Background: an optimization exercise with open tools, aiming at small area. Do not read the settings as production practice. The RTL was checked by simulation tests, not by an equivalence proof against the original design. The clock cells of runs 4 to 6 and 8 come from the design's own scripts or RTL, not from TritonCTS. The flow treats the clock pin as an ideal source. Dropping or thinning the clock tree relies on that and would not hold on a real chip. Power is estimated from default activity; no workload was simulated.

### design.v
module EECS3216_Lab4 (input Clock,
                      input TimerON,
                      input Coin5,
                      input Coin10,
                      input Coin20,
                      input Reset,
                      output [6:0] tenSec,
                      output [6:0] oneSec,
                      output C5Enable,
                      output C10Enable,
                      output C20Enable);
  localparam        INV_MT = 1'b0;
  localparam  [1:0] INV_MC = 2'b00;
  localparam [10:0] INV_NH = 11'b10101010101;
  localparam  [7:0] INV_S  = 8'b10101010;
  localparam  [2:0] INV_E  = 3'b000;
  localparam  [2:0] INV_OP = 3'b000;
  localparam  [2:0] INV_U  = 3'b000;
  localparam  [2:0] INV_B  = 3'b000;
  localparam        INV_V  = 1'b0;
  localparam        INV_A  = 1'b0;
  reg        mt_r;
  reg  [1:0] mc_r;
  reg [10:0] nh_r;
  reg  [7:0] s_r;
  reg  [2:0] e_r;
  reg  [2:0] op_r;
  reg  [2:0] u_r, b_r;
  reg        v_r, a_r;
  wire        mt = mt_r ^ INV_MT;
  wire  [1:0] mc = mc_r ^ INV_MC;
  wire [10:0] nh = nh_r ^ INV_NH;
  wire  [7:0] s  = s_r ^ INV_S;
  wire  [2:0] op = op_r ^ INV_OP;
  wire  [2:0] u  = u_r ^ INV_U;
  wire  [2:0] b  = b_r ^ INV_B;
  wire        v  = v_r ^ INV_V;
  wire        a  = a_r ^ INV_A;
  assign {C20Enable, C10Enable, C5Enable} = e_r ^ INV_E;
  wire no_coin = ~mc[1] & ~mc[0];
  wire is_idle = ~mt & no_coin;
  wire is_c5   = ~mc[1] &  mc[0];
  wire is_c10  =  mc[1] & ~mc[0];
  wire is_c20  =  mc[1] &  mc[0];
  wire held    = (is_c5 & Coin5) | (is_c10 & Coin10) | (is_c20 & Coin20);
  wire p0 = Coin5 | (~Coin10 & Coin20);
  wire p1 = ~Coin5 & (Coin10 | Coin20);
  always @(posedge Clock) begin
    mt_r  <= TimerON ^ INV_MT;
    mc_r  <= {~TimerON & (no_coin ? p1 : held & mc[1]),
              ~TimerON & (no_coin ? p0 : held & mc[0])} ^ INV_MC;
  end
  wire nh_end = (nh == 11'b10010000000);    
  wire nh_clr = nh_end | ~Reset;
  always @(posedge Clock)
    nh_r <= (nh_clr ? 11'd0 : {nh[9:0], ~(nh[10] ^ nh[1])}) ^ INV_NH;
  wire cw     = (is_c5 & C5Enable) | (is_c10 & C10Enable) | (is_c20 & C20Enable);
  wire s_zero = (s == 8'd0);                 
  wire s_end  = (s == 8'b10000011);          
  always @(posedge Clock)
    if (~Reset | s_end) s_r <= INV_S;
    else if (cw) s_r <= {s[6:0], ~(s[7] ^ s[2])} ^ INV_S;
  wire acc = cw & s_zero;                    
  always @(posedge Clock) begin
    e_r <= {~Reset | is_idle | (C20Enable & ~(is_c20 & s_zero)),
            ~Reset | is_idle | (C10Enable & ~(is_c10 & s_zero)),
            ~Reset | is_idle | (C5Enable  & ~(is_c5  & s_zero))} ^ INV_E;
  end
  always @(posedge Clock) begin
    op_r <= {~Reset | (mt & nh_end), ~Reset | (acc & mc[1]), ~Reset | (acc & mc[0])} ^ INV_OP;
  end
  wire o_clr = op[2] & op[1];
  wire o_dec = op[2] & ~op[1];
  wire o5    = ~op[2] & ~op[1] & op[0];
  wire o10   = ~op[2] & op[1] & ~op[0];
  wire o20   = ~op[2] & op[1] & op[0];
  wire u4 = (u[0] & ~u[1] & ~u[2]);
  wire u0 = (~u[0] & ~u[1]);
  wire b0 = (~b[0] & ~b[1]);
  wire [2:0] u_up = {(u[0] & ~u[2]), (~u[1]), (~u[2])};
  wire [2:0] u_dn = {(~u[0]), (~u[1]), (~u[0]) | (u[2])};
  wire [2:0] b_dn = {(b[0] & b[1]), (~b[0] & ~b[1]) | (b[2]), (~b[0]) | (b[1])};
  wire up_raw = o20 | (v & (o10 | (o5 & a)));
  wire sat    = u4 & up_raw;                 
  wire up     = ~u4 & up_raw;
  wire nz     = ~(u0 & ~v & ~a & b0);        
  wire tb     = o_dec & nz;
  wire bor    = tb & b0;
  wire dn     = bor & ~a & ~v;
  wire tv     = o10 | (o5 & a) | (bor & ~a);
  wire ta     = o5 | bor;
  always @(posedge Clock) begin
    u_r <= (o_clr ? 3'b000 : sat ? 3'b001 : up ? u_up : dn ? u_dn : u) ^ INV_U;
    v_r <= (~o_clr & (sat | (v ^ tv))) ^ INV_V;
    a_r <= (~o_clr & (sat | (a ^ ta))) ^ INV_A;
    b_r <= (o_clr ? 3'b000 : sat ? 3'b011 : tb ? b_dn : b) ^ INV_B;
  end
  assign tenSec[0] = (v & ~u[0] & ~u[1]) | (~v & u[2]);
  assign tenSec[1] = (v & u[2]) | (~v & ~u[0] & u[1]);
  assign tenSec[2] = (~v & u[0] & u[1]);
  assign tenSec[3] = ~((~v & ~u[2]) | (v & u[2]) | (u[0] & u[1]));
  assign tenSec[4] = (v) | (u[2]);
  assign tenSec[5] = (v & ~u[0]) | (u[0] & u[1]);
  assign tenSec[6] = ~((u[0]) | (~v & u[1]));
  assign oneSec[0] = (b[0] & ~b[2] & ~a);
  assign oneSec[1] = (~b[1] & ~b[2] & a);
  assign oneSec[2] = (~b[0] & b[1] & ~a);
  assign oneSec[3] = (b[0] & ~b[2] & ~a) | (b[1] & a);
  assign oneSec[4] = ~((~b[0] & ~a) | (b[0] & ~b[1] & a));
  assign oneSec[5] = (b[0] & ~b[1] & ~a) | (~b[0] & b[1]);
  assign oneSec[6] = (~b[1] & ~b[2] & ~a) | (~b[0] & b[1] & a);
endmodule
### flow/run.sh
#!/bin/bash
# Own layout flow: the standard ORFS flow (standard.sh) with two changes.
#  - Synthesis maps the logic with the area-oriented ABC script flow/abc_area.script and does
#    not extract half/full adders. Everything else in synthesis (synth_recipe.tcl, ORFS's
#    synth.tcl, register mapping, flattening, renaming) is unchanged, so the registers are the
#    standard synthesis's.
#  - Port buffering uses the platform's smallest buffer, sky130_fd_sc_hd__buf_1.
#  - Clock tree synthesis uses sky130_fd_sc_hd__clkbuf_4 and adds no dummy loads.
# The scripts are ORFS's own, copied here so that only abc_area.script differs.
set -euo pipefail
W=$(pwd)
rm -rf "$W/scripts_area"
mkdir -p "$W/scripts_area"
cp -r "$FLOW_HOME/scripts/." "$W/scripts_area/"
cp "$W/flow/abc_area.script" "$W/scripts_area/abc_area.script"
bash standard.sh finish SCRIPTS_DIR="$W/scripts_area" ABC_AREA=1 ADDER_MAP_FILE= \
  "BUFFER_PORTS_ARGS=-buffer_cell sky130_fd_sc_hd__buf_1" \
  "CTS_ARGS=-buf_list sky130_fd_sc_hd__clkbuf_4 -root_buf sky130_fd_sc_hd__clkbuf_4 -sink_clustering_enable -sink_clustering_size 40 -sink_clustering_max_diameter 300 -dont_use_dummy_load -repair_clock_nets" > "$W/orfs_make.log" 2>&1
### flow/abc_area.script
strash
&get -n
&deepsyn -T 20
&put
dch -f
amap
topo
dnsize -c
### standard.sh
#!/bin/bash
# synth_recipe.tcl (not shown) runs the flow's synth.tcl, then flattens the netlist and writes it again
# the make line also repeats each setting of config.mk as NAME=value (left out here)
make -C /OpenROAD-flow-scripts/flow DESIGN_CONFIG=/design/flow/config.mk WORK_HOME=/design/flow/orfs CLKGATE_MAP_FILE= SYNTH_SCRIPT=/design/flow/synth_recipe.tcl "${@:-finish}"
### config.mk
export PLATFORM = sky130hd
export DESIGN_NAME = EECS3216_Lab4
export DESIGN_NICKNAME = EECS3216_Lab4
export VERILOG_FILES = /design/flow/design.v
export SDC_FILE = /design/flow/constraint.sdc
export NUM_CORES = 4
export LEC_CHECK = 0
export CAP_MARGIN = 20
export CORE_MARGIN = 2
export CORE_UTILIZATION = 40
export CTS_BUF_LIST = sky130_fd_sc_hd__clkbuf_4
export CTS_CLUSTER_DIAMETER = 100
export CTS_CLUSTER_SIZE = 40
export SLEW_MARGIN = 20
### constraint.sdc
create_clock -name core_clock -period 20.0 [get_ports {Clock}]
set_input_delay 4.0000 -clock core_clock [delete_from_list [all_inputs] [get_ports {Clock}]]
set_output_delay 4.0000 -clock core_clock [all_outputs]
set_load 0.01 [all_outputs]
==> results.ini, run 1 <==
[setup_path]
critPathKind = flip-flop to primary output
end_kind = primary output
worstPathCellList = clkinv_1, nor2_1, clkinv_1, o22ai_1, buf_1
critPathArrivalTime_ns = 1.47
cp_common_cell = clkinv_1
critPathBufInv = 3
cp_max_fo = 5
cp_slowest_stage_delay_ns = 0.43
crit_family = flip-flops
cp_slowest_cell = dfxtp_1
setup.worst_path.start_class = flip-flop
required_ns = 16.00

[sta]
relSlewSlack_pct = 49.46
fin_tns_setup_ns = 0
timing.final.crit_period_ns = 5.466
period_share_pct = 27.33
clock_skew_ns = 0.01183
setup_viol = 0
hold_viol_final = 0
fmax_ghz = 0.1829
timing.final.ws_setup_ns = 14.53
tightest_slew_ns = 0.7517
slew_viol_final = 0
rsz0062_at_grt = false

[floorplanning]
coreArea_sq_um = 3363
start_util_pct = 42.15
rows = 21
io_pins = 23
die-area_sq_um = 4036
fp.dieH_um = 63.53
dieWidth_um = 63.53

[job]
drv_cap = 0

[place]
gp_congestion = 0.8294
place_ws_ns = 14.83
dp_cells = 238
dpl_cell_area_sq_um = 1558
port_buffers = 22
dpl.hpwl_um = 2180

[power_and_ir_drop]
p_per_area_nw_per_um2 = 128.8
total_power_uw = 205.5
peakVddDrop_mv = 0.04463
p_leak_nw = 0.5652

[clock_tree]
clock_latency_ns = 0.33
cts_buffer_depth = 2
cts_tree = built
postCtsHoldBufs = 0
cts_resized = 0
path_clk_slew_ns = 0.10
cts_buffers = 5
cts_root_buf = clkbuf_4
htreeDepth = 2
clkSinkCount = 36
cts_setup_buffers = 0

[detailed_routing]
avgViaCountPerCell = 5.226
drcViolationCount = 0
num_vias = 1270
highest_layer = met4
finalWirelength_um = 2815
ant_nets = 0
drtIter0Drc = 63
wl_met1_um = 1306
wl_met3_um = 143
wl_met2_um = 1312
first_pass_iters = 5
avgRoutedWirePerCell_um = 11.58

[synth]
ys_warn_count = 1
synth_fp_nets = 176
seq_area_frac_synth_pct = 50.84
synth_top_area_share_pct = 50.84
synth_fa_ha_area_share_pct = 0
syn_inst = 170
ys_types = 29
synth_top_family_by_area = compound AO/OA/AOI/OAI gates
synth_compound_area_share_pct = 22.86
synth_area_leaders = dfxtp_1 51%, nor2_1 8.5%, clkinv_1 6.9%
synth_top_area_cell = dfxtp_1
synth.avg_cell_area_sq_um = 8.339
synth_xor_area_share_pct = 0
synth_mux_area_share_pct = 0
synth-simple-area-share_pct = 19.42
yosys_register_bits = 36
synth_area_sq_um = 1418

[grt]
grt_pass1_vias = 1221
antenna_found_initial = 0
grt_pass1_wl_um = 5264
grt_usage_pct = 16.38
grt-ovfl-total = 0
grt_start_max_net_pins = 12

[final_layout]
layout-drive-gt1-share_pct = 2.538
layoutNonFillerInstCount = 243
final_area_sq_um = 1595
antenna_cells = 0
area_delta_synth_final_pct = 12.53
fin_nets = 205

[worst_hold_path]
hp-class = flip-flop to flip-flop

[run_status]
status = timing/DRC/antenna clean

-- sequential cells by signal, summed over array words and instances (netlist names) --
register and count:
nh_r 11, s_r 8, b_r 3, e_r 3, op_r 3, u_r 3, mc_r 2, a_r 1
mt_r 1, v_r 1
-- through the flow --
stage	utilization [%]	hold slack, ns
2_1_floorplan	-	0.3597
6_report	47.43	0.3953
3_3_place_gp	46.32	0.3847
5_1_grt	47.43	0.4214
3_5_place_dp	46.32	0.3796
4_1_cts	47.43	0.3961
-- final timing paths --
kind,cells after the start,slack (ns),endpoint,from
setup / recovery,5,14.53,tenSec[1],u_r[1]$_SDFFE_PP0P_
hold / removal,1,0.40,nh_r[8]$_DFF_P_,nh_r[7]$_SDFF_PP0_
setup reg to reg,8,17.89,u_r[0]$_SDFFE_PP0P_,v_r$_DFF_P_
hold reg to reg,1,0.40,nh_r[8]$_DFF_P_,nh_r[7]$_SDFF_PP0_
-- worst register-to-register path, cell delays in order (launching register included) --
cell	delay, ns
dfxtp_1	0.44
clkinv_1	0.21
a41oi_1	0.41
nand2_1	0.12
nor2_1	0.15
nand2_1	0.10
nand2_1	0.10
clkinv_1	0.10
a2111oi_0	0.38
-- cell type report --
cell class,instances,area [sq um]
inverters,26,97.59
fillers,372,1768
multi-input cells,108,599.3
flip-flops and latches,36,720.7
clock buffers,5,37.54
repair buffers,22,82.58
well taps,46,57.56
-- routing by layer --
layer,vias up,track usage [%]
li1,656,-
met5,-,0
met1,578,21.01
met3,6,5.000
met2,30,25.66
met4,0,6.522
-- Yosys cell counts --
master and number:
dfxtp_1 36, nor2_1 32, clkinv_1 26, nand2_1 11
o21ai_0 8, o22ai_1 8, or2_0 6, a21oi_1 5
o22a_1 5, a22oi_1 4, nand3_1 4, nor3_1 3
o31ai_1 3, a221oi_1 2, nand2b_1 2, o32a_1 2
a2111oi_0 1, a211o_1 1, a211oi_1 1, a222oi_1 1
a31oi_1 1, a41oi_1 1, and3_1 1, nand3b_1 1
nand4_1 1, nand4b_1 1, o21a_1 1, o32ai_1 1
o41ai_1 1
-- kinds of logic (layout without fill, tap and decap cells) --
kind of cell,Yosys count,count (layout)
DFF,36,36
AOI/OAI and AO/OA,46,46
and+or+nand+nor,62,62
buffers and inverters,26,53
-- where the power goes --
group / internal [mW] / switching [mW]
Combinational: 0.0277 / 0.0488
Clock: 0.0117 / 0.0204
Sequential: 0.0822 / 0.0147
-- placed cells by master, fill, tap and decap left out, drive strengths merged, types with 5 or more instances in the layout --
cell type,n
or2,6
clkbuf,5
nand2,11
nor2,32
o22a,5
clkinv,26
o22ai,8
a21oi,5
dfxtp,36
o21ai,8
buf,22
==> inputs of run 2 (changes only) <==
--- a/flow/run.sh
+++ b/flow/run.sh
@@ -1,12 +1,12 @@
 #!/bin/bash
-# Own layout flow: the standard ORFS flow (standard.sh) with two changes.
+# Own layout flow: the standard ORFS flow (standard.sh) with these changes.
 #  - Synthesis maps the logic with the area-oriented ABC script flow/abc_area.script and does
 #    not extract half/full adders. Everything else in synthesis (synth_recipe.tcl, ORFS's
 #    synth.tcl, register mapping, flattening, renaming) is unchanged, so the registers are the
 #    standard synthesis's.
 #  - Port buffering uses the platform's smallest buffer, sky130_fd_sc_hd__buf_1.
 #  - Clock tree synthesis uses sky130_fd_sc_hd__clkbuf_4 and adds no dummy loads.
-# The scripts are ORFS's own, copied here so that only abc_area.script differs.
+# The scripts are ORFS's own, copied here so that only abc_area.script differs from them.
 set -euo pipefail
 W=$(pwd)
 rm -rf "$W/scripts_area"
==> flow/abc_area.script (replaced) <==
strash
&get -n
&deepsyn -T 20
&put
dch -f
amap -F 4 -A 10
topo
dnsize -c
==> run 2 against run 1 <==
Net effect:
- still clean
- maximum frequency shrank 0.63%
- routed wire length shrank 5.4%
- global-route usage down 2.1 points
- sequential share of layout area grew 0.11 points
- non-clock buffer count unchanged
- sequential power decreased by 0.7%
==> results.ini, run 2 <==
[setup_path]
cp_max_fo = 9
crit_family = flip-flops
cp_slowest_stage_delay_ns = 0.49
worst-r2r-cell-count = 9
cp.depth = 5
setup.worst_path.start_class = flip-flop
cp_slowest_cell = dfxtp_1
r2r-start = b_r[0]$_SDFFE_PP0P_
reg2reg_setup_slack_ns = 17.52
worstReg2RegEnd = u_r[1]$_SDFFE_PP0P_
critPathKind = flip-flop to primary output
critPathBufInv = 2
end_kind = primary output
worstPathCellList = clkinv_1, nand2_1, o21ai_0, a21oi_1, buf_1
required_ns = 16.00
critPathArrivalTime_ns = 1.50

[sta]
rsz0062_at_grt = false
slew_viol_final = 0
hold_viol_final = 0
fmax_ghz = 0.1818
relSlewSlack_pct = 46.36
timing.final.crit_period_ns = 5.501
tightest_slew_ns = 0.7941
fin_tns_setup_ns = 0
period_share_pct = 27.50
setup_viol = 0
clock_skew_ns = 0.01078

[synth]
synth_top_area_share_pct = 50.97
ys_types = 28
synth_fp_nets = 173
synth_most_common_cell = dfxtp_1
synth.avg_cell_area_sq_um = 8.466
synth_area_sq_um = 1414
synth_top_area_cell = dfxtp_1
synth_edf_count = 0
seq_area_frac_synth_pct = 50.97
yosys-top-cells-count = 36 x dfxtp_1, 28 x nor2_1, 24 x clkinv_1, 14 x nand2_1, 8 x a21oi_1
yosys_register_bits = 36
async_flop_share_pct = 0
synth_area_leaders = dfxtp_1 51%, nor2_1 7.4%, clkinv_1 6.4%
syn_inst = 167
ys_warn_count = 1
ys.flop_type = dfxtp_1

[final_layout]
layoutNonFillerInstCount = 240
antenna_cells = 0
final_common_cell = dfxtp_1
largest_reg_flops = 11
final_cell_mix = 36 x dfxtp_1, 28 x nor2_1, 24 x clkinv_1
area_delta_synth_final_pct = 12.57
reg_top3 = nh_r (11), s_r (8)
largest_register = nh_r
final_area_sq_um = 1592
fill_cells = 370
layout-drive-gt1-share_pct = 2.577
fin_nets = 202
final_util_pct = 47.32

[grt]
grt_usage_pct = 14.33
grt_pass1_wl_um = 4526
grt_start_max_net_pins = 11
grt_pass1_vias = 1075
grt-ovfl-total = 0
antenna_found_initial = 0

[clock_tree]
postCtsHoldBufs = 0
cts_buffer_depth = 2
cts_resized = 0
cts_setup_buffers = 0
cts_tree = built
cts_root_buf = clkbuf_4
htreeDepth = 2
clkSinkCount = 36
clock_latency_ns = 0.33
cts_buffers = 5
path_clk_slew_ns = 0.10

[floorplanning]
io_pins = 23
die-area_sq_um = 4026
fp.dieH_um = 63.45
start_util_pct = 42.04
coreArea_sq_um = 3363
dieWidth_um = 63.45
rows = 21

[run_status]
status = timing/DRC/antenna clean

[place]
dpl_cell_area_sq_um = 1554
gp_congestion = 0.8244
dp_cells = 235
dpl.hpwl_um = 2030
port_buffers = 22

[detailed_routing]
drtIter0Drc = 99
avgViaCountPerCell = 5.213
finalWirelength_um = 2663
avgRoutedWirePerCell_um = 11.10
first_pass_iters = 4
num_vias = 1251
ant_nets = 0
drcViolationCount = 0

[power_and_ir_drop]
p_per_area_nw_per_um2 = 128.9
p_leak_nw = 0.5652
peakVddDrop_mv = 0.04874

[worst_hold_path]
hp-class = flip-flop to flip-flop
hold_start = nh_r[9]$_SDFF_PP0_
worstHoldPathCells = 1
hold_end = nh_r[10]$_DFF_P_

[job]
drv_cap = 0

run 2: layout make-up:
| cell class | count | area [sq um] | area share [%] |
|---|---|---|---|
| Sequential cell | 36 | 720.7 | 45.28 |
| Multi-Input combinational cell | 107 | 603.1 | 37.89 |
| Inverter | 24 | 90.09 | 5.660 |
| Timing Repair Buffer | 22 | 82.58 | 5.189 |
| Tap cell | 46 | 57.56 | 3.616 |
| Clock buffer | 5 | 37.54 | 2.358 |
run 2: worst max path at each step:
stage	start	end	slack, ns
after global routing	v_r$_DFF_P_	tenSec[3]	14.35
after global placement	Reset	nh_r[3]$_SDFF_PP0_	14.76
final	v_r$_DFF_P_	tenSec[3]	14.50
after floorplan	b_r[0]$_SDFFE_PP0P_	oneSec[3]	14.97
after detailed placement	Reset	nh_r[9]$_SDFF_PP0_	14.72
after CTS	v_r$_DFF_P_	tenSec[3]	14.47
run 2: where the power goes:
part           internal [mW]  total (mW)  switching, mW
Combinational         0.0287      0.0769         0.0482
Clock                 0.0117      0.0320         0.0202
Sequential            0.0820      0.0962         0.0142
Total                  0.122       0.205         0.0826
run 2: kinds of logic (layout without fill, tap and decap cells):
| family | Yosys count | after routing | share of synthesized area (%) |
|---|---|---|---|
| and+or+nand+nor | 61 | 61 | 19.29 |
| AOI/OAI and AO/OA | 46 | 46 | 23.36 |
| buffers and inverters | 24 | 51 | 6.372 |
| DFF | 36 | 36 | 50.97 |
run 2: worst register-to-register path, stage by stage (launching register included):
cell,delay (ns)
dfxtp_1,0.37
nor2_1,0.20
clkinv_1,0.11
o41ai_1,0.72
nor2_1,0.13
nand2_1,0.14
nor2_1,0.08
nor2_1,0.21
clkinv_1,0.12
a221oi_1,0.29
run 2: metrics by stage:
stage / hold slack (ns) / power, mW / worst slack [ns]
after global routing: 0.4027 / 0.2221 / 14.35
after floorplan: 0.3527 / 0.1503 / 14.97
final: 0.3857 / 0.2051 / 14.50
after global placement: 0.3672 / 0.1727 / 14.76
after CTS: 0.3927 / 0.2071 / 14.47
after detailed placement: 0.3704 / 0.1746 / 14.72
run 2: layer usage:
layer / track usage (%) / share of wire, % / up-vias
met5: 0 / 0 / -
met4: 7.337 / 2.3 / 0
met3: 5.179 / 4.7 / 6
met2: 22.76 / 47 / 23
met1: 16.91 / 46 / 571
li1: - / - / 651
==> inputs of run 3 (changes only) <==
==> flow/run.sh (replaced) <==
#!/bin/bash
# Own layout flow: the standard ORFS flow (standard.sh) with these changes.
#  - Synthesis maps the logic with the area-oriented ABC script flow/abc_area.script and does
#    not extract half/full adders. Everything else in synthesis (synth_recipe.tcl, ORFS's
#    synth.tcl, register mapping, flattening, renaming) is unchanged, so the registers are the
#    standard synthesis's.
#  - Port buffering uses the platform's smallest buffer, sky130_fd_sc_hd__buf_1.
#  - Clock tree: the design has few registers, so the clock port drives one clock buffer
#    (sky130_fd_sc_hd__clkbuf_8) that drives every register's clock pin, in place of
#    TritonCTS's H-tree.
# The scripts are ORFS's own, copied here; only abc_area.script and cts.tcl's tree step differ.
set -euo pipefail
W=$(pwd)
rm -rf "$W/scripts_area"
mkdir -p "$W/scripts_area"
cp -r "$FLOW_HOME/scripts/." "$W/scripts_area/"
cp "$W/flow/abc_area.script" "$W/scripts_area/abc_area.script"
python3 - "$W/scripts_area/cts.tcl" <<'P'
import sys
f = sys.argv[1]
t = open(f).read()
old = "log_cmd clock_tree_synthesis {*}$cts_args"
assert old in t
new = """log_cmd insert_buffer -buffer_cell sky130_fd_sc_hd__clkbuf_8 -net Clock -buffer_name clkbuf_0_Clock -net_name clknet_0_Clock
[[ord::get_db_block] findNet clknet_0_Clock] setSigType CLOCK
set_propagated_clock [all_clocks]"""
open(f, "w").write(t.replace(old, new))
P
bash standard.sh finish SCRIPTS_DIR="$W/scripts_area" ABC_AREA=1 ADDER_MAP_FILE= \
  "BUFFER_PORTS_ARGS=-buffer_cell sky130_fd_sc_hd__buf_1" > "$W/orfs_make.log" 2>&1
==> flow/abc_area.script (replaced) <==
strash
dc2
dch -f
amap
topo
dnsize -c
==> run 3 against run 2 <==
Net effect:
- the run now fails in clock tree synthesis (4_1_cts)
- synthesized cell count is 11% higher
- synthesized area increased by 2.7%
==> results.ini, run 3 <==
[floorplanning]
rows = 21
fp.dieH_um = 64.26
io_pins = 23
dieWidth_um = 64.26
start_util_pct = 42.53

[synth]
seq_area_frac_synth_pct = 49.61
synth_fp_nets = 191
ys.flop_type = dfxtp_1
synth_area_sq_um = 1453
async_flop_share_pct = 0
yosys-top-cells-count = 36 x dfxtp_1, 33 x nor2_1, 27 x clkinv_1, 22 x nand2_1, 14 x o21ai_0
ys_types = 27
synth_edf_count = 0
synth_most_common_cell = dfxtp_1
synth_top_area_share_pct = 49.61
syn_inst = 185
synth_area_leaders = dfxtp_1 50%, nor2_1 8.5%, clkinv_1 7.0%
ys_warn_count = 1
yosys_register_bits = 36
synth.avg_cell_area_sq_um = 7.852
synth_top_area_cell = dfxtp_1

[run_status]
lastStage = clock tree synthesis (4_1_cts)
status = stopped before the end
firstError = Error: cts.tcl, 37 invalid command name "NULL"

[place]
gp_congestion = 0.7709
dpl.hpwl_um = 2194
dpl_cell_area_sq_um = 1593
port_buffers = 22

==> run 3: worst min-delay path by stage <==
stage	from	to	slack, ns	cells past startpoint
after detailed placement	nh_r[5]$_SDFF_PP0_	nh_r[6]$_DFF_P_	0.37	1
after global placement	nh_r[5]$_SDFF_PP0_	nh_r[6]$_DFF_P_	0.36	1
after floorplan	nh_r[5]$_SDFF_PP0_	nh_r[6]$_DFF_P_	0.35	1
==> run 3: power groups by stage <==
stage | sequential [mW] | combinational (mW) | clock, mW
after floorplan | 0.0954 | 0.0585 | 0
after global placement | 0.0982 | 0.0786 | 0
after detailed placement | 0.0987 | 0.0812 | 0
==> run 3: cells by family after synthesis <==
group,after synthesis,synth area share (%)
simple gates,71,20.84
buf+inv,27,6.977
compound gates,51,22.57
flops,36,49.61
==> run 3: through the flow <==
stage	power, mW	std cells	worst slack (ns)	hold slack, ns
floorplan	0.1540	185	15.08	0.3527
global placement	0.1768	253	14.90	0.3583
detailed placement	0.1799	253	14.81	0.3691
==> inputs of run 4 (changes only) <==
--- a/flow/run.sh
+++ b/flow/run.sh
@@ -6,7 +6,7 @@
 #    standard synthesis's.
 #  - Port buffering uses the platform's smallest buffer, sky130_fd_sc_hd__buf_1.
 #  - Clock tree: the design has few registers, so the clock port drives one clock buffer
-#    (sky130_fd_sc_hd__clkbuf_8) that drives every register's clock pin, in place of
+#    (sky130_fd_sc_hd__clkbuf_16) that drives every register's clock pin, in place of
 #    TritonCTS's H-tree.
 # The scripts are ORFS's own, copied here; only abc_area.script and cts.tcl's tree step differ.
 set -euo pipefail
@@ -21,8 +21,18 @@
 t = open(f).read()
 old = "log_cmd clock_tree_synthesis {*}$cts_args"
 assert old in t
-new = """log_cmd insert_buffer -buffer_cell sky130_fd_sc_hd__clkbuf_8 -net Clock -buffer_name clkbuf_0_Clock -net_name clknet_0_Clock
-[[ord::get_db_block] findNet clknet_0_Clock] setSigType CLOCK
+new = """# one clock buffer at the centre of the registers, driving all of them
+set sx 0
+set sy 0
+set ns 0
+foreach it [[[ord::get_db_block] findNet Clock] getITerms] {
+  set loc [[$it getInst] getLocation]
+  set sx [expr {$sx + [lindex $loc 0]}]
+  set sy [expr {$sy + [lindex $loc 1]}]
+  incr ns
+}
+set dbu [[ord::get_db_tech] getDbUnitsPerMicron]
+log_cmd insert_buffer -buffer_cell sky130_fd_sc_hd__clkbuf_16 -net Clock -buffer_name clkbuf_0_Clock -net_name clknet_0_Clock -location [list [expr {$sx / $ns / double($dbu)}] [expr {$sy / $ns / double($dbu)}]]
 set_propagated_clock [all_clocks]"""
 open(f, "w").write(t.replace(old, new))
 P
==> run 4 against run 3 <==
Net effect:
- synthesized cell count unchanged
- synthesized area unchanged
- now clean on timing, DRC and antenna
==> results.ini, run 4 <==
[place]
dpl.hpwl_um = 2194
place_ws_ns = 14.81
dp_cells = 253
port_buffers = 22
gp_congestion = 0.7709

[detailed_routing]
first_pass_iters = 4
num_vias = 1325
ant_nets = 0
avgRoutedWirePerCell_um = 11.06
avgViaCountPerCell = 5.217
finalWirelength_um = 2808
drcViolationCount = 0
drtIter0Drc = 37

[synth]
ys_types = 27
seq_area_frac_synth_pct = 49.61
synth_fp_nets = 191
synth_area_sq_um = 1453
yosys-top-cells-count = 36 x dfxtp_1, 33 x nor2_1, 27 x clkinv_1, 22 x nand2_1, 14 x o21ai_0
yosys_register_bits = 36
synth.avg_cell_area_sq_um = 7.852
synth_top_area_share_pct = 49.61
synth_most_common_cell = dfxtp_1
ys_warn_count = 1
synth_area_leaders = dfxtp_1 50%, nor2_1 8.5%, clkinv_1 7.0%
ys.flop_type = dfxtp_1
synth_edf_count = 0
async_flop_share_pct = 0
syn_inst = 185
synth_top_area_cell = dfxtp_1

[sta]
timing.final.ws_setup_ns = 14.56
fmax_ghz = 0.1839
setup_viol = 0
tightest_slew_ns = 0.9294
relSlewSlack_pct = 37.23
period_share_pct = 27.20
timing.final.crit_period_ns = 5.439
fin_tns_setup_ns = 0
clock_skew_ns = 0.001737
slew_viol_final = 0
fin_hold_ws_ns = 0.3936
rsz0062_at_grt = false
hold_viol_final = 0

[clock_tree]
cts_setup_buffers = 0
postCtsHoldBufs = 0
path_clk_slew_ns = 0.12
cts_resized = 0
clock_latency_ns = 0.18

[setup_path]
worstPathCellList = clkinv_1, nor2_1, clkinv_1, o21ai_0, buf_1
reg2reg_setup_slack_ns = 17.28
critPathArrivalTime_ns = 1.44
cp_slowest_cell = dfxtp_1
worst-r2r-cell-count = 11
worstReg2RegEnd = u_r[2]$_SDFFE_PP0P_
cp_common_cell = clkinv_1
r2r-start = v_r$_DFF_P_
end_kind = primary output
cp_max_fo = 5
required_ns = 16.00
cp_slowest_stage_delay_ns = 0.44
setup.worst_path.start_class = flip-flop
critPathKind = flip-flop to primary output

[grt]
grt_pass1_vias = 1193
grt-ovfl-total = 0
grt_usage_pct = 14.07
grt_pass1_wl_um = 4995
antenna_found_initial = 0
grt_start_max_net_pins = 37

[power_and_ir_drop]
combinationalPowerShare_pct = 39.5
p_leak_nw = 0.6018
pwr-share-clk_pct = 13.1
p_per_area_nw_per_um2 = 126.8
peakVddDrop_mv = 0.06354
p_sw_uw = 83.80
p_seq_share_pct = 47.4
p_sw_share_pct = 40.86
p_int_uw = 121.3

[worst_hold_path]
hold_start = nh_r[5]$_SDFF_PP0_
hp-class = flip-flop to flip-flop
worstHoldPathCells = 1
hold_end = nh_r[6]$_DFF_P_

[final_layout]
final_util_pct = 47.36
regArea_sq_um = 720.7
final_common_cell = dfxtp_1
reg_top3 = nh_r (11), s_r (8)
layoutNonFillerInstCount = 254
largest_reg_flops = 11
antenna_cells = 0
final_cell_mix = 36 x dfxtp_1, 33 x nor2_1, 27 x clkinv_1
fin_nets = 216
layout-drive-gt1-share_pct = 0.4808
largest_register = nh_r
area_delta_synth_final_pct = 11.37
multiInputGateArea_sq_um = 630.6
fill_cells = 345

[floorplanning]
io_pins = 23
dieWidth_um = 64.26
coreArea_sq_um = 3416
die-area_sq_um = 4129
rows = 21
fp.dieH_um = 64.26
start_util_pct = 42.53

[job]
drv_cap = 0

[run_status]
status = timing/DRC/antenna clean

run 4: cells by family after synthesis:
group           Yosys count  synth area share [%]
simple gates             71                 20.84
flops                    36                 49.61
buf+inv                  27                 6.977
compound gates           51                 22.57
run 4: how the worst max path moves through the flow:
stage / start / end / cells after the start
floorplan: u_r[1]$_SDFFE_PP0P_ / tenSec[2] / 4
global placement: u_r[1]$_SDFFE_PP0P_ / tenSec[5] / 5
detailed placement: u_r[0]$_SDFFE_PP0P_ / tenSec[5] / 5
CTS: u_r[0]$_SDFFE_PP0P_ / tenSec[5] / 5
global route: u_r[0]$_SDFFE_PP0P_ / tenSec[5] / 5
finish: u_r[0]$_SDFFE_PP0P_ / tenSec[5] / 5
run 4: worst max-delay path, delay by kind of cell, from the launching register on:
family / cells / cell delay (ns)
AOI/OAI and AO/OA: 1 / 0.10
buffers and inverters: 3 / 0.48
DFF: 1 / 0.44
and+or+nand+nor: 1 / 0.24
run 4: layout make-up, clock buffers not listed:
type / instances / share of cell area (%)
Inverter: 27 / 6.264
Multi-Input combinational cell: 122 / 38.98
Sequential cell: 36 / 44.55
Tap cell: 46 / 3.558
Timing Repair Buffer: 22 / 5.104
run 4: per-stage QoR:
stage          power (mW)  area (sq um)
2_1_floorplan      0.1540          1453
4_1_cts            0.2058          1618
5_1_grt            0.2220          1618
3_5_place_dp       0.1799          1593
6_report           0.2051          1618
3_3_place_gp       0.1768          1593
run 4: metal layers:
layer / vias to the layer above / track usage [%] / routed length [um]
li1: 689 / - / -
met1: 608 / 17.71 / 1324
met2: 26 / 27.47 / 1382
met3: 2 / 0.5282 / 82
met4: 0 / 1.064 / 19
met5: - / 0 / 0
run 4: power groups by stage:
stage,Combinational [mW],Sequential (mW),Clock (mW)
finish,0.0810,0.0973,0.0268
floorplan,0.0585,0.0954,0
CTS,0.0815,0.0970,0.0273
global route,0.0925,0.0995,0.0300
detailed placement,0.0812,0.0987,0
global placement,0.0786,0.0982,0
==> inputs of run 5 (changes only) <==
==> flow/abc_area.script (replaced) <==
strash
&get -n
&deepsyn -T 20
&put
dch -f
amap
topo
dnsize -c
==> run 5 against run 4 <==
Net effect:
- still clean
- cell count fell by 5.9%
- first-iteration DRC count rose by 27%
- clock power fell by 3%
- register-to-register slack improved by 0.60 ns
- die area fell by 2.3%
- flip-flop and latch count did not move
- synthesized cell count fell by 8.1%
- synthesized area fell by 2.4%
- critical path type unchanged
- largest cell class unchanged
==> results.ini, run 5 <==
[run_status]
status = timing/DRC/antenna clean

[sta]
fin_tns_setup_ns = 0
setup_viol = 0
fin_hold_ws_ns = 0.4042
rsz0062_at_grt = false
slew_viol_final = 0
relSlewSlack_pct = 49.77
clock_skew_ns = 0.003819
period_share_pct = 26.61
hold_viol_final = 0
timing.final.ws_setup_ns = 14.68
timing.final.crit_period_ns = 5.323
tightest_slew_ns = 0.7471
fmax_ghz = 0.1879

[detailed_routing]
num_vias = 1241
finalWirelength_um = 2727
first_pass_iters = 7
drtIter0Drc = 47
drcViolationCount = 0
ant_nets = 0
avgViaCountPerCell = 5.192
avgRoutedWirePerCell_um = 11.41

[setup_path]
end_kind = primary output
cp_max_fo = 5
critPathKind = flip-flop to primary output
critPathArrivalTime_ns = 1.32
setup.worst_path.start_class = flip-flop
r2r-start = v_r$_DFF_P_
reg2reg_setup_slack_ns = 17.88
cp-startpoint = u_r[1]$_SDFFE_PP0P_
required_ns = 16.00

[synth]
synth_most_common_cell = dfxtp_1
ys_warn_count = 1
synth_edf_count = 0
seq_area_frac_synth_pct = 50.84
async_flop_share_pct = 0
synth_top_area_cell = dfxtp_1
synth_area_sq_um = 1418
ys_types = 29
syn_inst = 170
synth.avg_cell_area_sq_um = 8.339
yosys_register_bits = 36
ys.flop_type = dfxtp_1
synth_top_area_share_pct = 50.84
synth_fp_nets = 176
synth_area_leaders = dfxtp_1 51%, nor2_1 8.5%, clkinv_1 6.9%
yosys-top-cells-count = 36 x dfxtp_1, 32 x nor2_1, 26 x clkinv_1, 11 x nand2_1

[final_layout]
layout-drive-gt1-share_pct = 0.5181
final_cell_mix = 36 x dfxtp_1, 32 x nor2_1, 26 x clkinv_1
fill_cells = 373
area_delta_synth_final_pct = 11.65
antenna_cells = 0
reg_top3 = nh_r (11), s_r (8)
multiInputGateArea_sq_um = 599.3
fin_nets = 201
largest_register = nh_r
final_util_pct = 47.06
largest_reg_flops = 11
regArea_sq_um = 720.7
final_common_cell = dfxtp_1

[power_and_ir_drop]
peakVddDrop_mv = 0.06665
combinationalPowerShare_pct = 38.4
p_seq_share_pct = 48.6
p_int_uw = 119.3
p_sw_uw = 80.16
p_leak_nw = 0.5545
pwr-share-clk_pct = 13.0
p_sw_share_pct = 40.19
p_per_area_nw_per_um2 = 126.0

[clock_tree]
cts_setup_buffers = 0
path_clk_slew_ns = 0.12
cts_resized = 0
postCtsHoldBufs = 0
clock_latency_ns = 0.18

[grt]
grt_pass1_vias = 1187
grt-ovfl-total = 0
grt_usage_pct = 14.50
grt_start_max_net_pins = 37
antenna_found_initial = 0
grt_pass1_wl_um = 5085

[floorplanning]
rows = 21
die-area_sq_um = 4036
io_pins = 23
dieWidth_um = 63.53
start_util_pct = 42.15
coreArea_sq_um = 3363
fp.dieH_um = 63.53

[place]
place_ws_ns = 14.83
dpl.hpwl_um = 2180
gp_congestion = 0.8294
port_buffers = 22

[job]
drv_cap = 0

[worst_hold_path]
hp-class = flip-flop to flip-flop
hold_start = nh_r[3]$_SDFF_PP0_

run 5: cell types whose count changed after synthesis, moves of 3 or more:
cell	delta
o221ai_1	-4
o21bai_1	-3
a21oi_1	-4
o31ai_1	+3
nand2_1	-11
o21ai_0	-6
a31oi_1	-3
o22a_1	+5
or2_0	+4
run 5: stage by stage:
step                      cell area [sq um]  total power [mW]  std cells
final                                  1583            0.1995        239
after global placement                 1558            0.1728        238
after floorplan                        1418            0.1502        170
after global routing                   1583            0.2164        239
after CTS                              1583            0.2013        239
after detailed placement               1558            0.1755        238
run 5: area by class of cell, clock buffers not listed:
cell class	count	area share [%]
Inverter	26	6.166
Multi-Input combinational cell	108	37.87
Sequential cell	36	45.53
Tap cell	46	3.636
Timing Repair Buffer	22	5.217
run 5: cells by family after synthesis:
logic type,Yosys count,share of synthesized area [%]
buffers and inverters,26,6.884
AO/OA/AOI/OAI,46,22.86
flip-flops,36,50.84
AND/OR/NAND/NOR,62,19.42
run 5: power groups by stage:
stage	clock [mW]	sequential, mW	combinational (mW)
floorplan	0	0.0947	0.0555
global placement	0	0.0975	0.0753
detailed placement	0	0.0985	0.0769
CTS	0.0273	0.0968	0.0771
global route	0.0298	0.0998	0.0868
finish	0.0259	0.0969	0.0767
run 5: final timing paths:
path	cells past startpoint	endpoint
max reg2reg	8	u_r[0]$_SDFFE_PP0P_
min	1	nh_r[4]$_DFF_P_
max	5	tenSec[1]
min reg2reg	1	nh_r[4]$_DFF_P_
run 5: per-layer routing:
metal,share of wire (%),vias to the layer above,global-route usage (%)
met3,3.2,0,0.7143
li1,-,651,-
met2,48,22,25.53
met1,48,568,20.78
met4,0,0,0.2717
met5,0,-,0
run 5: critical path, cell delays in order (launching register included):
cell	delay (ns)
dfxtp_1	0.44
clkinv_1	0.15
nor2_1	0.17
clkinv_1	0.10
o22ai_1	0.12
buf_1	0.17
==> inputs of run 6 (changes only) <==
==> flow/abc_area.script (replaced) <==
strash
&get -n
&deepsyn -T 20
&put
dch -f
amap -F 4 -A 10
topo
dnsize -c
==> run 6 against run 5 <==
Net effect:
- cell area down 0.24%
- clock skew increased by 0.00078 ns
- maximum frequency shrank 0.66%
- clock power grew 2%
- combinational power hardly changed
- setup slack lost 0.035 ns
- largest power group unchanged
==> results.ini, run 6 <==
[synth]
yosys-top-cells-count = 36 x dfxtp_1, 28 x nor2_1, 24 x clkinv_1, 14 x nand2_1, 8 x a21oi_1
synth_mux_area_share_pct = 0
synth_top_family_by_area = compound AO/OA/AOI/OAI gates
synth_fp_nets = 173
synth_area_leaders = dfxtp_1 51%, nor2_1 7.4%, clkinv_1 6.4%
ys_types = 28
async_flop_share_pct = 0
ys.flop_type = dfxtp_1
synth_top_area_cell = dfxtp_1
syn_inst = 167
ys_warn_count = 1
synth_top_area_share_pct = 50.97
yosys_register_bits = 36
synth_edf_count = 0
synth-simple-area-share_pct = 19.29
synth.avg_cell_area_sq_um = 8.466
seq_area_frac_synth_pct = 50.97
synth_xor_area_share_pct = 0
synth_most_common_cell = dfxtp_1
synth_fa_ha_area_share_pct = 0
synth_compound_area_share_pct = 23.36
synth_area_sq_um = 1414

[setup_path]
critPathArrivalTime_ns = 1.36
crit_family = flip-flops
end_kind = primary output
worst-r2r-cell-count = 9
reg2reg_setup_slack_ns = 17.52
worstPathCellList = clkinv_1, nand2_1, o21ai_0, a21oi_1, buf_1
critPathBufInv = 2
r2r-start = b_r[0]$_SDFFE_PP0P_
worstReg2RegEnd = u_r[1]$_SDFFE_PP0P_
cp.depth = 5
critPathKind = flip-flop to primary output
required_ns = 16.00
cp_slowest_cell = dfxtp_1
cp_max_fo = 9
cp_slowest_stage_delay_ns = 0.50
setup.worst_path.start_class = flip-flop

[final_layout]
multiInputGateArea_sq_um = 603.1
largest_reg_flops = 11
layout-drive-gt1-share_pct = 0.5263
reg_top3 = nh_r (11), s_r (8)
final_util_pct = 46.95
largest_register = nh_r
layoutNonFillerInstCount = 236
fill_cells = 368
fin_nets = 198
regArea_sq_um = 720.7
final_cell_mix = 36 x dfxtp_1, 28 x nor2_1, 24 x clkinv_1
antenna_cells = 0
area_delta_synth_final_pct = 11.68
final_common_cell = dfxtp_1

[sta]
fin_tns_setup_ns = 0
setup_viol = 0
clock_skew_ns = 0.004601
period_share_pct = 26.79
tightest_slew_ns = 0.7944
fmax_ghz = 0.1866
fin_hold_ws_ns = 0.3967
slew_viol_final = 0
hold_viol_final = 0
relSlewSlack_pct = 46.35
timing.final.crit_period_ns = 5.358
rsz0062_at_grt = false

[grt]
grt_usage_pct = 12.56
grt_pass1_vias = 1042
antenna_found_initial = 0
grt_start_max_net_pins = 37
grt_pass1_wl_um = 4409
grt-ovfl-total = 0

[job]
drv_cap = 0

[place]
port_buffers = 22
dp_cells = 235
gp_congestion = 0.8244
dpl.hpwl_um = 2030

[run_status]
status = timing/DRC/antenna clean

[floorplanning]
rows = 21
coreArea_sq_um = 3363
io_pins = 23
fp.dieH_um = 63.45
start_util_pct = 42.04
die-area_sq_um = 4026
dieWidth_um = 63.45

[detailed_routing]
drcViolationCount = 0
drtIter0Drc = 71
avgRoutedWirePerCell_um = 11.01
ant_nets = 0
num_vias = 1226
first_pass_iters = 4
avgViaCountPerCell = 5.195
finalWirelength_um = 2598

[power_and_ir_drop]
p_per_area_nw_per_um2 = 126.3
total_power_uw = 199.4
peakVddDrop_mv = 0.05798
p_leak_nw = 0.5545

[clock_tree]
postCtsHoldBufs = 0
clock_latency_ns = 0.18
path_clk_slew_ns = 0.12
cts_resized = 0
cts_setup_buffers = 0

[worst_hold_path]
worstHoldPathCells = 1
hold_end = nh_r[8]$_DFF_P_
hold_start = nh_r[7]$_SDFF_PP0_
hp-class = flip-flop to flip-flop

[run 6: changes by cell type after synthesis, moves of 2 or more]
cell      before  now
nor2_1        32   28
nand3_1        4    1
a32o_1         0    2
nor3_1         3    7
a21oi_1        5    8
or2_0          6    4
o21ai_0        8    6
nor4_1         0    2
nand2_1       11   14
o22ai_1        8    5
clkinv_1      26   24
[run 6: through the flow]
step                      worst slack, ns  cell area [sq um]
after floorplan                     14.97               1414
after global placement              14.76               1554
after detailed placement            14.72               1554
after CTS                           14.62               1579
after global routing                14.50               1579
final                               14.64               1579
[run 6: cells by family (layout without fill, tap and decap cells)]
kind of cell	Yosys count	in the layout
AND/OR/NAND/NOR	61	61
AO/OA/AOI/OAI	46	46
flip-flops	36	36
buffers and inverters	24	47
[run 6: cell type report, clock buffers not listed]
type | instances | share of cell area (%)
inverters | 24 | 5.705
multi-input cells | 107 | 38.19
flip-flops and latches | 36 | 45.64
well taps | 46 | 3.645
repair buffers | 22 | 5.230
[run 6: layer usage]
layer  share of wire [%]  vias to the layer above  wire length [um]  GRT usage, %
met4                0.73                        0                19        0.8152
li1                    -                      642                 -             -
met2                  49                       15              1273         22.76
met1                  47                      567              1230         17.02
met5                   0                        -                 0             0
met3                 2.9                        2                75        0.8929
[run 6: worst max path at each step]
| stage | from | endpoint | slack [ns] |
|---|---|---|---|
| 4_1_cts | v_r$_DFF_P_ | tenSec[3] | 14.62 |
| 3_5_place_dp | Reset | nh_r[9]$_SDFF_PP0_ | 14.72 |
| 6_report | v_r$_DFF_P_ | tenSec[3] | 14.64 |
| 5_1_grt | v_r$_DFF_P_ | tenSec[3] | 14.50 |
| 3_3_place_gp | Reset | nh_r[3]$_SDFF_PP0_ | 14.76 |
| 2_1_floorplan | b_r[0]$_SDFFE_PP0P_ | oneSec[3] | 14.97 |
[run 6: where the power goes]
part / internal [mW] / total, mW / switching, mW
Sequential: 0.0820 / 0.0962 / 0.0142
Combinational: 0.0287 / 0.0769 / 0.0482
Clock: 0.00940 / 0.0263 / 0.0169
Total: 0.120 / 0.199 / 0.0793
==> inputs of run 7 (changes only) <==
==> run.sh (new file) <==
#!/bin/bash
# synth_recipe.tcl (not shown) runs the flow's synth.tcl, then flattens the netlist and writes it again
# the make line also repeats each setting of config.mk as NAME=value (left out here)
make -C /OpenROAD-flow-scripts/flow DESIGN_CONFIG=/design/flow/config.mk WORK_HOME=/design/flow/orfs CLKGATE_MAP_FILE= SYNTH_SCRIPT=/design/flow/synth_recipe.tcl finish
removed: flow/run.sh
removed: flow/abc_area.script
removed: standard.sh
==> run 7 against run 6 <==
Net effect:
- largest cell class is now multi-input combinational cells
- sequential share of layout area shrank 10 points
- highest routed layer unchanged
- synthesized cell count grew 22%
- global-route usage grew 2.1 points
- still clean
- critical endpoint unchanged
==> results.ini, run 7 <==
[synth]
ys.flop_type = dfxtp_1
synth_area_leaders = dfxtp_1 41%, nor2_1 4.5%, nand2_1 3.2%
async_flop_share_pct = 0
seq_area_frac_synth_pct = 40.88
synth_most_common_cell = dfxtp_1
syn_inst = 203
yosys-top-cells-count = 36 x dfxtp_1, 21 x nor2_1, 15 x nand2_1, 11 x o21ai_0, 10 x a21oi_1
synth_edf_count = 0
synth.avg_cell_area_sq_um = 8.684
synth_fp_nets = 212
synth_area_sq_um = 1763
yosys_register_bits = 36
synth_top_area_share_pct = 40.88
synth_top_area_cell = dfxtp_1
ys_types = 56
ys_warn_count = 1

[clock_tree]
clock_latency_ns = 0.34
htreeDepth = 2
cts_setup_buffers = 0
cts_resized = 0
cts_root_buf = clkbuf_4
cts_buffer_depth = 2
clkSinkCount = 36
cts_tree = built
postCtsHoldBufs = 0
path_clk_slew_ns = 0.11
cts_buffers = 5

[setup_path]
critPathKind = flip-flop to primary output
crit_family = buffers and inverters
r2r-start = op_r[2]$_DFF_P_
cp_slowest_stage_delay_ns = 0.52
cp_slowest_cell = dfxtp_1
critPathBufInv = 2
worst-r2r-cell-count = 4
worstPathCellList = inv_1, ha_1, and2_1, clkdlybuf4s50_1
cp_max_fo = 10
setup.worst_path.start_class = flip-flop
end_kind = primary output
worstReg2RegEnd = u_r[2]$_SDFFE_PP0P_
required_ns = 16.00
reg2reg_setup_slack_ns = 18.27
critPathArrivalTime_ns = 1.95

[final_layout]
area_delta_synth_final_pct = 15.05
final_cell_mix = 36 x dfxtp_1, 22 x clkdlybuf4s50_1, 21 x nor2_1
largest_reg_flops = 11
fin_nets = 228
largest_register = nh_r
final_area_sq_um = 2028
reg_top3 = nh_r (11), s_r (8)
final_common_cell = dfxtp_1
antenna_cells = 0
layout-drive-gt1-share_pct = 8.182

[sta]
hold_viol_final = 0
timing.final.ws_setup_ns = 14.05
fin_tns_setup_ns = 0
fin_hold_ws_ns = 0.3910
tightest_slew_ns = 0.4999
slew_viol_final = 0
fmax_ghz = 0.1682
period_share_pct = 29.73
relSlewSlack_pct = 66.68
setup_viol = 0
rsz0062_at_grt = false
timing.final.crit_period_ns = 5.945
clock_skew_ns = 0.01192

[worst_hold_path]
hold_end = nh_r[8]$_DFF_P_
hp-class = flip-flop to flip-flop
worstHoldPathCells = 1
hold_start = nh_r[7]$_SDFF_PP0_

[floorplanning]
io_pins = 23
die-area_sq_um = 4954
fp.dieH_um = 70.39
rows = 24
start_util_pct = 41.05
coreArea_sq_um = 4294
dieWidth_um = 70.39

[detailed_routing]
finalWirelength_um = 3254
first_pass_iters = 4
num_vias = 1442
drcViolationCount = 0
ant_nets = 0
drtIter0Drc = 92
avgViaCountPerCell = 5.301
avgRoutedWirePerCell_um = 11.96

[power_and_ir_drop]
p_sw_uw = 86.05
pwr-share-clk_pct = 19.4
total_power_uw = 249.5
combinationalPowerShare_pct = 39.1
p_seq_share_pct = 41.5
peakVddDrop_mv = 0.05251
p_per_area_nw_per_um2 = 123.0
p_int_uw = 163.5
p_leak_nw = 0.7823
p_sw_share_pct = 34.49

[place]
port_buffers = 22
dpl.hpwl_um = 2319
place_ws_ns = 14.30
gp_congestion = 0.7363
dpl_cell_area_sq_um = 1953

[grt]
grt_start_max_net_pins = 16
grt_pass1_wl_um = 5844
grt_usage_pct = 14.67
grt-ovfl-total = 0
antenna_found_initial = 0
grt_pass1_vias = 1292

[run_status]
status = timing/DRC/antenna clean

[job]
drv_cap = 0

## run 7: layout make-up
| type | count | area (sq um) |
|---|---|---|
| fill | 462 | 2266 |
| inverter | 9 | 33.78 |
| sequential | 36 | 720.7 |
| clock inverter | 3 | 37.54 |
| tap | 52 | 65.06 |
| clock buffer | 5 | 37.54 |
| timing repair buffer | 22 | 220.2 |
| multi-input combinational | 145 | 913.4 |
## run 7: how the worst max path moves through the flow
stage / from / endpoint / slack [ns] / depth (start not counted)
after floorplan: a_r$_DFF_P_ / oneSec[3] / 14.90 / 3
after global placement: Reset / s_r[5]$_SDFFE_PP1N_ / 14.38 / 4
after detailed placement: Reset / s_r[5]$_SDFFE_PP1N_ / 14.30 / 4
after CTS: v_r$_DFF_P_ / tenSec[3] / 14.01 / 4
after global routing: v_r$_DFF_P_ / tenSec[3] / 13.91 / 4
final: v_r$_DFF_P_ / tenSec[3] / 14.05 / 4
## run 7: routing by layer
layer / track usage [%] / part of all wire [%]
met4: 5.769 / 1.6
met3: 4.473 / 4.4
met2: 23.06 / 45
met5: 0 / 0
met1: 18.73 / 49
## run 7: worst register-to-register path, stage by stage, from the launching register on
cell and delay [ns]:
dfxtp_1 0.62, nor4b_2 0.37, nand3_1 0.18, and2_1 0.21
a32o_1 0.25
## run 7: per-stage QoR
stage | std cells | util, %
2_1_floorplan | 203 | -
3_3_place_gp | 264 | 45.48
3_5_place_dp | 264 | 45.48
4_1_cts | 272 | 47.23
5_1_grt | 272 | 47.23
6_report | 272 | 47.23
## run 7: kinds of logic (layout without fill, tap and decap cells)
kind of cell	Yosys count	count (layout)	synth area share, %
adder cells (fa/ha/maj)	3	3	2.129
multiplexers	3	3	2.129
AND/OR/NAND/NOR	80	80	24.63
buffers and inverters	22	39	7.311
AO/OA/AOI/OAI	57	57	21.93
flip-flops	36	36	40.88
XOR/XNOR	2	2	0.9938
## run 7: power groups by stage
stage	Sequential [mW]	Combinational (mW)	Clock, mW
global placement	0.106	0.0976	0
CTS	0.104	0.0988	0.0509
global route	0.107	0.109	0.0541
finish	0.103	0.0977	0.0484
detailed placement	0.105	0.0983	0
floorplan	0.0897	0.0782	0
==> inputs of run 8 (changes only) <==
==> flow/run.sh (new file) <==
#!/bin/bash
# Own layout flow: the standard ORFS flow (standard.sh) with these changes.
#  - Synthesis maps the logic with the area-oriented ABC script flow/abc_area.script and does
#    not extract half/full adders. Everything else in synthesis (synth_recipe.tcl, ORFS's
#    synth.tcl, register mapping, flattening, renaming) is unchanged, so the registers are the
#    standard synthesis's.
#  - Port buffering uses the platform's smallest buffer, sky130_fd_sc_hd__buf_1.
#  - Clock tree: the design has few registers, so the clock port drives one clock buffer
#    (sky130_fd_sc_hd__clkbuf_8) that drives every register's clock pin, in place of
#    TritonCTS's H-tree.
# The scripts are ORFS's own, copied here; only abc_area.script and cts.tcl's tree step differ.
set -euo pipefail
W=$(pwd)
rm -rf "$W/scripts_area"
mkdir -p "$W/scripts_area"
cp -r "$FLOW_HOME/scripts/." "$W/scripts_area/"
cp "$W/flow/abc_area.script" "$W/scripts_area/abc_area.script"
cp "$W/flow/clock_clusters.tcl" "$W/scripts_area/clock_clusters.tcl"
python3 - "$W/scripts_area/cts.tcl" <<'P'
import sys
f = sys.argv[1]
t = open(f).read()
old = "log_cmd clock_tree_synthesis {*}$cts_args"
assert old in t
new = """source $::env(SCRIPTS_DIR)/clock_clusters.tcl
cluster_clock 4 sky130_fd_sc_hd__clkbuf_4
set_propagated_clock [all_clocks]"""
open(f, "w").write(t.replace(old, new))
P
bash standard.sh finish SCRIPTS_DIR="$W/scripts_area" ABC_AREA=1 ADDER_MAP_FILE= \
  "BUFFER_PORTS_ARGS=-buffer_cell sky130_fd_sc_hd__buf_1" > "$W/orfs_make.log" 2>&1
==> flow/abc_area.script (new file) <==
strash
dc2
dch -f
amap
topo
dnsize -c
==> flow/clock_clusters.tcl (new file) <==
# K clock buffers, each driving a k-means cluster of the registers' clock pins
proc cluster_clock { K cell } {
  set block [ord::get_db_block]
  set clk [$block findNet Clock]
  set its {}
  set xs {}
  set ys {}
  foreach it [$clk getITerms] {
    if { ![$it isInputSignal] } { continue }
    set bb [[$it getInst] getBBox]
    lappend its $it
    lappend xs [expr {([$bb xMin] + [$bb xMax]) / 2.0}]
    lappend ys [expr {([$bb yMin] + [$bb yMax]) / 2.0}]
  }
  set n [llength $its]
  set order [lsort -indices -real $xs]
  set cx {}
  set cy {}
  for {set k 0} {$k < $K} {incr k} {
    set i [lindex $order [expr {int(($k + 0.5) * $n / $K)}]]
    lappend cx [lindex $xs $i]
    lappend cy [lindex $ys $i]
  }
  for {set iter 0} {$iter < 50} {incr iter} {
    set asg {}
    for {set i 0} {$i < $n} {incr i} {
      set best 0
      set bd 1e30
      for {set k 0} {$k < $K} {incr k} {
        set d [expr {abs([lindex $xs $i] - [lindex $cx $k]) + abs([lindex $ys $i] - [lindex $cy $k])}]
        if {$d < $bd} { set bd $d; set best $k }
      }
      lappend asg $best
    }
    for {set k 0} {$k < $K} {incr k} {
      set sx 0.0; set sy 0.0; set c 0
      for {set i 0} {$i < $n} {incr i} {
        if {[lindex $asg $i] == $k} { set sx [expr {$sx + [lindex $xs $i]}]; set sy [expr {$sy + [lindex $ys $i]}]; incr c }
      }
      if {$c > 0} { lset cx $k [expr {$sx / $c}]; lset cy $k [expr {$sy / $c}] }
    }
  }
  set master [[ord::get_db] findMaster $cell]
  for {set k 0} {$k < $K} {incr k} {
    set inst [odb::dbInst_create $block $master clkbuf_${k}_Clock]
    set net [odb::dbNet_create $block clknet_${k}_Clock]
    $net setSigType CLOCK
    [$inst findITerm A] connect $clk
    [$inst findITerm X] connect $net
    set c 0
    for {set i 0} {$i < $n} {incr i} {
      if {[lindex $asg $i] == $k} {
        set it [lindex $its $i]
        $it disconnect
        $it connect $net
        incr c
      }
    }
    $inst setLocation [expr {int([lindex $cx $k])}] [expr {int([lindex $cy $k])}]
    $inst setPlacementStatus PLACED
    puts "clock buffer $k ($cell): $c registers"
  }
  global_connect
}
==> standard.sh (new file) <==
#!/bin/bash
# synth_recipe.tcl (not shown) runs the flow's synth.tcl, then flattens the netlist and writes it again
# the make line also repeats each setting of config.mk as NAME=value (left out here)
make -C /OpenROAD-flow-scripts/flow DESIGN_CONFIG=/design/flow/config.mk WORK_HOME=/design/flow/orfs CLKGATE_MAP_FILE= SYNTH_SCRIPT=/design/flow/synth_recipe.tcl "${@:-finish}"
removed: run.sh
==> run 8 against run 7 <==
Net effect:
- register-to-register slack worse by 1.0 ns
- worst hold slack worse by 0.024 ns
- clock power down 46%
- cell area down 20%
- largest cell class is now registers
- still clean on timing, DRC and antenna
- utilization up 0.28 points
- sequential share of layout area up 8.9 points
- flip-flop and latch count unchanged
- setup slack better by 0.52 ns
- global-route usage down 0.42 points
- critical path type unchanged
- maximum frequency up 9.7%
==> results.ini, run 8 <==
[run_status]
status = timing/DRC/antenna clean

[final_layout]
largest_reg_flops = 11
area_delta_synth_final_pct = 11.71
layout-drive-gt1-share_pct = 1.896
reg_top3 = nh_r (11), s_r (8)
largest_register = nh_r
antenna_cells = 0
fill_cells = 345
regArea_sq_um = 720.7
final_cell_mix = 36 x dfxtp_1, 33 x nor2_1, 27 x clkinv_1
final_common_cell = dfxtp_1
fin_nets = 219
final_util_pct = 47.51
multiInputGateArea_sq_um = 630.6

[setup_path]
cp_max_fo = 5
end_kind = primary output
r2r-start = v_r$_DFF_P_
critPathKind = flip-flop to primary output
worstReg2RegEnd = u_r[2]$_SDFFE_PP0P_
reg2reg_setup_slack_ns = 17.24
worst-r2r-cell-count = 11
setup.worst_path.start_class = flip-flop
cp-startpoint = u_r[0]$_SDFFE_PP0P_
crit_path_end = tenSec[5]
required_ns = 16.00
critPathArrivalTime_ns = 1.42

[sta]
setup_viol = 0
fin_hold_ws_ns = 0.3665
period_share_pct = 27.10
fmax_ghz = 0.1845
tightest_slew_ns = 0.9063
fin_tns_setup_ns = 0
rsz0062_at_grt = false
hold_viol_final = 0
timing.final.ws_setup_ns = 14.58
relSlewSlack_pct = 38.79
clock_skew_ns = 0.03836
slew_viol_final = 0
timing.final.crit_period_ns = 5.421

[detailed_routing]
first_pass_iters = 4
num_vias = 1343
finalWirelength_um = 2828
avgViaCountPerCell = 5.226
drtIter0Drc = 41
drcViolationCount = 0
ant_nets = 0
avgRoutedWirePerCell_um = 11.00

[power_and_ir_drop]
combinationalPowerShare_pct = 39.7
peakVddDrop_mv = 0.04799
p_sw_uw = 83.11
p_sw_share_pct = 40.63
pwr-share-clk_pct = 12.7
p_int_uw = 121.5
p_seq_share_pct = 47.6
p_per_area_nw_per_um2 = 126.1
p_leak_nw = 0.6079

[synth]
yosys_register_bits = 36
synth_fp_nets = 191
synth_top_area_cell = dfxtp_1
ys_types = 27
async_flop_share_pct = 0
synth.avg_cell_area_sq_um = 7.852
synth_edf_count = 0
synth_top_area_share_pct = 49.61
syn_inst = 185
yosys-top-cells-count = 36 x dfxtp_1, 33 x nor2_1, 27 x clkinv_1, 22 x nand2_1, 14 x o21ai_0
seq_area_frac_synth_pct = 49.61
ys_warn_count = 1
synth_area_leaders = dfxtp_1 50%, nor2_1 8.5%, clkinv_1 7.0%
synth_area_sq_um = 1453
ys.flop_type = dfxtp_1
synth_most_common_cell = dfxtp_1

[floorplanning]
dieWidth_um = 64.26
start_util_pct = 42.53
rows = 21
fp.dieH_um = 64.26
coreArea_sq_um = 3416
die-area_sq_um = 4129
io_pins = 23

[grt]
grt-ovfl-total = 0
grt_pass1_wl_um = 5064
grt_pass1_vias = 1211
grt_usage_pct = 14.25
grt_start_max_net_pins = 13
antenna_found_initial = 0

[worst_hold_path]
hp-class = flip-flop to flip-flop

[place]
gp_congestion = 0.7709
port_buffers = 22
dpl.hpwl_um = 2194
place_ws_ns = 14.81

[clock_tree]
cts_setup_buffers = 0
clock_latency_ns = 0.17
path_clk_slew_ns = 0.11
postCtsHoldBufs = 0
cts_resized = 0

[job]
drv_cap = 0

==> run 8: changes by cell type after synthesis, sizes merged, moves of 4 or more <==
cell,delta
clkbuf,-4
buf,-9
a21o,-5
nand2b,-4
nand2,+7
clkinv,+26
inv,-8
and2,-4
o22ai,+6
o211ai,-5
nor2b,-7
o221ai,+4
nor2,+11
==> run 8: worst min path at each step <==
| stage | end | from | slack (ns) | cells after the start |
|---|---|---|---|---|
| floorplan | nh_r[6]$_DFF_P_ | nh_r[5]$_SDFF_PP0_ | 0.35 | 1 |
| global placement | nh_r[6]$_DFF_P_ | nh_r[5]$_SDFF_PP0_ | 0.36 | 1 |
| detailed placement | nh_r[6]$_DFF_P_ | nh_r[5]$_SDFF_PP0_ | 0.37 | 1 |
| CTS | nh_r[8]$_DFF_P_ | nh_r[7]$_SDFF_PP0_ | 0.36 | 1 |
| global route | nh_r[8]$_DFF_P_ | nh_r[7]$_SDFF_PP0_ | 0.39 | 1 |
| finish | nh_r[8]$_DFF_P_ | nh_r[7]$_SDFF_PP0_ | 0.37 | 1 |
==> run 8: power groups by stage <==
stage	logic (mW)	clock network, mW	registers, mW
2_1_floorplan	0.0585	0	0.0954
6_report	0.0813	0.0260	0.0973
5_1_grt	0.0925	0.0301	0.0995
3_5_place_dp	0.0812	0	0.0987
3_3_place_gp	0.0786	0	0.0982
4_1_cts	0.0816	0.0272	0.0970
==> run 8: critical path, stage by stage, from the launching register on <==
cell and delay (ns):
dfxtp_1 0.43, clkinv_1 0.17, nor2_1 0.24, clkinv_1 0.13, o21ai_0 0.10, buf_1 0.18
==> run 8: per-stage QoR <==
step / std cells / instance area [sq um] / power (mW)
4_1_cts: 257 / 1623 / 0.2058
5_1_grt: 257 / 1623 / 0.2221
6_report: 257 / 1623 / 0.2046
2_1_floorplan: 185 / 1453 / 0.1540
3_5_place_dp: 253 / 1593 / 0.1799
3_3_place_gp: 253 / 1593 / 0.1768
==> run 8: logic make-up (layout without fill, tap and decap cells) <==
logic type / after synthesis / in the layout / synth area share, %
AOI/OAI and AO/OA: 51 / 51 / 22.57
buffers and inverters: 27 / 53 / 6.977
DFF: 36 / 36 / 49.61
and+or+nand+nor: 71 / 71 / 20.84
==> run 8: routing by layer <==
layer  routed length [um]  vias to the layer above  track usage [%]  share of wire, %
li1                     -                      699                -                 -
met1                 1299                      613            17.69                46
met2                 1371                       27            27.08                48
met3                  124                        4            1.761               4.4
met4                   33                        0            1.330               1.2
met5                    0                        -                0                 0
==> run 8: layout make-up <==
class                      count  area share (%)
tap                           46           3.547
multi-input combinational    122           38.86
buffer                         4           1.850
inverter                      27           6.245
sequential                    36           44.41
timing repair buffer          22           5.089

[separate check: timing with driven ports]
In the flow no input, the clock included, has a driving cell. The finished layouts below were timed again as built, in two steps.
Step 1 sets driving cells, clkbuf_16 on the clock port and buf_2 on the other inputs (assumed; they add their load-dependent delay and slew).
Step 2 moves the port delays by t, midway between the first and last clock arrival at a register: inputs arrive t later, outputs are due t later. That takes back most of the time a late clock gives input paths.
a / b / c = no drivers / after step 1 / after step 2; a / b = the first two.
run	t, ns	slack for setup (ns)	worst register clock-pin slew, ns
run 1	0.346	14.534 / 14.512 / 14.819	0.10 / 0.10
run 2	0.347	14.499 / 14.478 / 14.713	0.10 / 0.10
run 4	0.206	14.561 / 14.533 / 14.739	0.12 / 0.12
run 5	0.200	14.677 / 14.651 / 14.831	0.12 / 0.12
run 6	0.204	14.642 / 14.615 / 14.728	0.12 / 0.12
run 7	0.354	14.055 / 14.033 / 14.359	0.11 / 0.11
run 8	0.193	14.579 / 14.533 / 14.726	0.11 / 0.11
After both steps setup and hold are still met in every run listed.
